Background: an optimization exercise with open tools, aiming at a short achievable clock period and few clock cycles. Do not read the settings as production practice. At most, simulation tests tie the RTL to the original design; equivalence was not proved. No activity file was given, so power comes from the tool's default toggle rates.

## v6
==> flow/design.v <==
module adder #(parameter N=32)(input [N-1:0] a, input [N-1:0] b, input cin, output [N-1:0] s);
	localparam L = $clog2(N);
	wire [N-1:0] p0 = a ^ b;
	wire [N-1:0] g0 = a & b;
	wire [N-1:0] gl [0:L];
	wire [N-1:0] pl [0:L];
	assign gl[0] = {g0[N-1:1], g0[0] | (p0[0] & cin)};
	assign pl[0] = p0;
	genvar k, i;
	generate
		for (k = 0; k < L; k = k + 1) begin : lvl
			for (i = 0; i < N; i = i + 1) begin : bit_
				if (i >= (1 << k)) begin : comb
					pgcell c(.gh(gl[k][i]), .ph(pl[k][i]), .gl(gl[k][i - (1 << k)]), .pl(pl[k][i - (1 << k)]),
					         .g(gl[k+1][i]), .p(pl[k+1][i]));
				end else begin : pass
					assign gl[k+1][i] = gl[k][i];
					assign pl[k+1][i] = pl[k][i];
				end
			end
		end
	endgenerate
	assign s = p0 ^ {gl[L][N-2:0], cin};
endmodule
module pgcell(input gh, input ph, input gl, input pl, output g, output p);
	assign g = gh | (ph & gl);
	assign p = ph & pl;
endmodule
module mips#(parameter WIDTH=32,INST_WIDTH=32,REG_COUNT_BITS=5)
				(input clk,input reset,output [WIDTH-1:0]pc,input [INST_WIDTH-1:0]inst,
				 output [WIDTH-1:0] mem_addr,input [WIDTH-1:0] read_data,output  mem_write,output [WIDTH-1:0]write_data);
	reg [31:0] pc_f;
	reg [31:0] inst_d, pc4_d;
	reg        valid_d;
	reg [31:0] a_x, b_x, sd_x, btgt_x;
	reg        fa_x, fb_x, fsda_x, fsdl_x;
	reg        and_x, or_x;
	reg        add_xx, add_mx, add_xm, add_mm;
	reg        sub_xx, sub_mx, sub_xm;
	reg        slt_xx, slt_mx, slt_xm;
	reg        we_x, load_x, store_x;
	reg        bq_xx, bq_mx, bq_xm, bq_mm;
	reg [4:0]  dst_x;
	reg [31:0] res_m, sd_m;
	reg        we_m, load_m, store_m;
	reg [4:0]  dst_m;
	reg [31:0] rf [1:31];
	wire stall, mispredict;
	wire [31:0] pc4_f = pc_f + 32'd4;
	wire f_j  = inst[31:26] == 6'b000010;
	wire f_bt = inst[31:26] == 6'b000100 && inst[25:21] == inst[20:16];
	wire [31:0] f_jtgt = {pc4_f[31:28], inst[25:0], 2'b00};
	wire [29:0] f_btgt_w;
	adder #(30) u_fbt(.a(pc_f[31:2]), .b({{14{inst[15]}}, inst[15:0]}), .cin(1'b1), .s(f_btgt_w));
	wire [31:0] f_btgt = {f_btgt_w, 2'b00};
	wire [31:0] f_next = f_j ? f_jtgt : f_bt ? f_btgt : pc4_f;
	always @(posedge clk, posedge reset) begin
		if (reset) pc_f <= 32'd0;
		else if (mispredict) pc_f <= btgt_x;
		else if (!stall) pc_f <= f_next;
	end
	always @(posedge clk, posedge reset) begin
		if (reset) valid_d <= 1'b0;
		else if (mispredict) valid_d <= 1'b0;
		else if (!stall) valid_d <= 1'b1;
	end
	always @(posedge clk) begin
		if (!stall) begin
			inst_d <= inst;
			pc4_d  <= pc4_f;
		end
	end
	wire [5:0] op = inst_d[31:26];
	wire [5:0] fn = inst_d[5:0];
	wire [4:0] rs = inst_d[25:21];
	wire [4:0] rt = inst_d[20:16];
	wire [4:0] rd = inst_d[15:11];
	wire rtype  = op == 6'b000000;
	wire d_add  = rtype && fn == 6'b100000;
	wire d_sub  = rtype && fn == 6'b100010;
	wire d_and  = rtype && fn == 6'b100100;
	wire d_or   = rtype && fn == 6'b100101;
	wire d_slt  = rtype && fn == 6'b101010;
	wire d_r    = d_add | d_sub | d_and | d_or | d_slt;
	wire d_lw   = op == 6'b100011;
	wire d_sw   = op == 6'b101011;
	wire d_addi = op == 6'b001000;
	wire d_beq  = op == 6'b000100 && rs != rt;
	wire [4:0] dst = d_r ? rd : rt;
	wire d_we   = valid_d && (d_r || d_lw || d_addi) && dst != 5'd0;
	wire uses_rs = d_r | d_lw | d_sw | d_addi | d_beq;
	wire uses_rt = d_r | d_beq;
	wire use_imm = d_lw | d_sw | d_addi;
	wire [31:0] simm = {{16{inst_d[15]}}, inst_d[15:0]};
	wire [29:0] d_btgt;
	adder #(30) u_dbt(.a(pc4_d[31:2]), .b(simm[29:0]), .cin(1'b0), .s(d_btgt));
	wire [31:0] wval = load_m ? read_data : res_m;
	wire [31:0] rs_val = (we_m && dst_m == rs) ? wval : (rs == 5'd0 ? 32'd0 : rf[rs]);
	wire [31:0] rt_val = (we_m && dst_m == rt) ? wval : (rt == 5'd0 ? 32'd0 : rf[rt]);
	assign stall = valid_d && load_x && ((dst_x == rs && uses_rs) || (dst_x == rt && uses_rt));
	wire bubble = stall || mispredict || !valid_d;
	wire fa = we_x && !load_x && dst_x == rs;
	wire fb = we_x && !load_x && dst_x == rt && !use_imm;
	wire d_addop = d_add | d_lw | d_sw | d_addi;
	wire d_bq = d_beq && !bubble;
	always @(posedge clk) begin
		a_x    <= rs_val;
		b_x    <= use_imm ? simm : rt_val;
		sd_x   <= rt_val;
		btgt_x <= {d_btgt, 2'b00};
		fa_x   <= fa;
		fb_x   <= fb;
		fsda_x <= we_x && !load_x && dst_x == rt;
		fsdl_x <= we_x && load_x && dst_x == rt;
		and_x  <= d_and;
		or_x   <= d_or;
		add_xx <= d_addop && !fa && !fb;
		add_mx <= d_addop &&  fa && !fb;
		add_xm <= d_addop && !fa &&  fb;
		add_mm <= d_addop &&  fa &&  fb;
		sub_xx <= d_sub && !fa && !fb;
		sub_mx <= d_sub &&  fa && !fb;
		sub_xm <= d_sub && !fa &&  fb;
		slt_xx <= d_slt && !fa && !fb;
		slt_mx <= d_slt &&  fa && !fb;
		slt_xm <= d_slt && !fa &&  fb;
		dst_x  <= dst;
	end
	always @(posedge clk, posedge reset) begin
		if (reset) begin
			we_x    <= 1'b0;
			load_x  <= 1'b0;
			store_x <= 1'b0;
			bq_xx   <= 1'b0;
			bq_mx   <= 1'b0;
			bq_xm   <= 1'b0;
			bq_mm   <= 1'b0;
		end else begin
			we_x    <= d_we && !bubble;
			load_x  <= d_we && d_lw && !bubble;
			store_x <= d_sw && valid_d && !bubble;
			bq_xx   <= d_bq && !fa && !fb;
			bq_mx   <= d_bq &&  fa && !fb;
			bq_xm   <= d_bq && !fa &&  fb;
			bq_mm   <= d_bq &&  fa &&  fb;
		end
	end
	wire [31:0] sum_xx, sum_mx, sum_xm, dif_xx, dif_mx, dif_xm;
	adder #(32) u_sum_xx(.a(a_x),   .b(b_x),    .cin(1'b0), .s(sum_xx));
	adder #(32) u_sum_mx(.a(res_m), .b(b_x),    .cin(1'b0), .s(sum_mx));
	adder #(32) u_sum_xm(.a(a_x),   .b(res_m),  .cin(1'b0), .s(sum_xm));
	adder #(32) u_dif_xx(.a(a_x),   .b(~b_x),   .cin(1'b1), .s(dif_xx));
	adder #(32) u_dif_mx(.a(res_m), .b(~b_x),   .cin(1'b1), .s(dif_mx));
	adder #(32) u_dif_xm(.a(a_x),   .b(~res_m), .cin(1'b1), .s(dif_xm));
	wire [31:0] sum_mm = {res_m[30:0], 1'b0};
	wire [31:0] a = fa_x ? res_m : a_x;
	wire [31:0] b = fb_x ? res_m : b_x;
	wire [31:0] res = ({32{add_xx}} & sum_xx) | ({32{add_mx}} & sum_mx) |
	                  ({32{add_xm}} & sum_xm) | ({32{add_mm}} & sum_mm) |
	                  ({32{sub_xx}} & dif_xx) | ({32{sub_mx}} & dif_mx) |
	                  ({32{sub_xm}} & dif_xm) |
	                  ({32{and_x}} & (a & b)) | ({32{or_x}} & (a | b)) |
	                  {31'd0, (slt_xx & dif_xx[31]) | (slt_mx & dif_mx[31]) | (slt_xm & dif_xm[31])};
	assign mispredict = (bq_xx && a_x == b_x) || (bq_mx && res_m == b_x) ||
	                    (bq_xm && a_x == res_m) || bq_mm;
	wire [31:0] sd = fsda_x ? res_m : fsdl_x ? read_data : sd_x;
	always @(posedge clk) begin
		res_m <= res;
		sd_m  <= sd;
		dst_m <= dst_x;
	end
	always @(posedge clk, posedge reset) begin
		if (reset) begin
			we_m    <= 1'b0;
			load_m  <= 1'b0;
			store_m <= 1'b0;
		end else begin
			we_m    <= we_x;
			load_m  <= load_x;
			store_m <= store_x;
		end
	end
	always @(posedge clk) begin
		if (we_m) rf[dst_m] <= wval;
	end
	assign pc = pc_f;
	assign mem_addr = res_m;
	assign mem_write = store_m;
	assign write_data = sd_m;
endmodule
Settings: LEC_CHECK=0, CAP_MARGIN=20, CORE_MARGIN=2, CORE_UTILIZATION=40, SETUP_SLACK_MARGIN=2.6, SLEW_MARGIN=20, SYNTH_HIERARCHICAL=1, SYNTH_MINIMUM_KEEP_SIZE=0; clock period 5.2 ns.
run.sh (not shown) runs the stock make flow with config.mk's settings and CLKGATE_MAP_FILE= SYNTH_SCRIPT=/design/flow/synth_recipe.tcl, a recipe that flattens the netlist after the stock synthesis.
#### Input delta (v7 over v6)
==> flow/design.v, changed modules only <==
module adder #(parameter N=32)(input [N-1:0] a, input [N-1:0] b, input cin, output [N-1:0] s);
	localparam L = (N > 32) ? 6 : (N > 16) ? 5 : (N > 8) ? 4 : (N > 4) ? 3 : (N > 2) ? 2 : 1;
	wire [N-1:0] p0 = a ^ b;
	wire [N-1:0] g0 = a & b;
	wire [N-1:0] gl [0:L];
	wire [N-1:0] pl [0:L];
	assign gl[0] = {g0[N-1:1], g0[0] | (p0[0] & cin)};
	assign pl[0] = p0;
	genvar k, i;
	generate
		for (k = 0; k < L; k = k + 1) begin : lvl
			for (i = 0; i < N; i = i + 1) begin : bit_
				if (i >= (1 << k)) begin : comb
					pgcell c(.gh(gl[k][i]), .ph(pl[k][i]), .gl(gl[k][i - (1 << k)]), .pl(pl[k][i - (1 << k)]),
					         .g(gl[k+1][i]), .p(pl[k+1][i]));
				end else begin : pass
					assign gl[k+1][i] = gl[k][i];
					assign pl[k+1][i] = pl[k][i];
				end
			end
		end
	endgenerate
	assign s = p0 ^ {gl[L][N-2:0], cin};
endmodule
## What came out
Detailed-routing iteration count for the pre-antenna-repair pass: v7 vs v6 identical
Re internal power contribution: no difference whatsoever between v7 and v6.
v6 -> v7: post-layout instance area flat
As far as share of total power consumed by net switching goes, v6 and v7 are indistinguishable; the numbers are identical.
v7 -> v6: shortest clock period the worst path allows after layout delta 0, exact match
The final clock period utilization by the worst path was comparable across v6 and v7.
As far as total via count after detailed routing goes, v6 and v7 are indistinguishable; the numbers are identical.
v7 -> v6: number of global-route vias before repair delta 0, exact match
Diff v6..v7 | met3 layer usage reported by global route | unchanged
Testbench counts of v7, summed over its fixed seeds: cycles 34,677.
Only the layout flow was run in v6; the RTL was not checked for function there.

port drivers added, routing unchanged:
The results above use ideal ports. As a check the final layouts listed here were re-extracted and re-timed, cells and wires unchanged. Step 1 sets driving cells, clkbuf_16 on the clock port and buf_2 on the other inputs (assumed; they add their load-dependent delay and slew). Step 2 adds t to the input delays and takes it off the output delays; t is the mean of the earliest and latest rising clock arrival at the registers after step 1. Input paths then give back, and output paths get back, about the clock's delay inside the block. Slacks: ideal / step 1 / step 2; pairs: ideal / step 1.
run | shift t [ns] | setup WS [ns] | hold WS [ns]
v6 | 0.899 | 2.209 / 2.209 / 1.708 | 0.350 / 0.350 / 0.350
v7 | 0.899 | 2.209 / 2.209 / 1.708 | 0.350 / 0.350 / 0.350
After both steps every run listed still meets setup and hold.
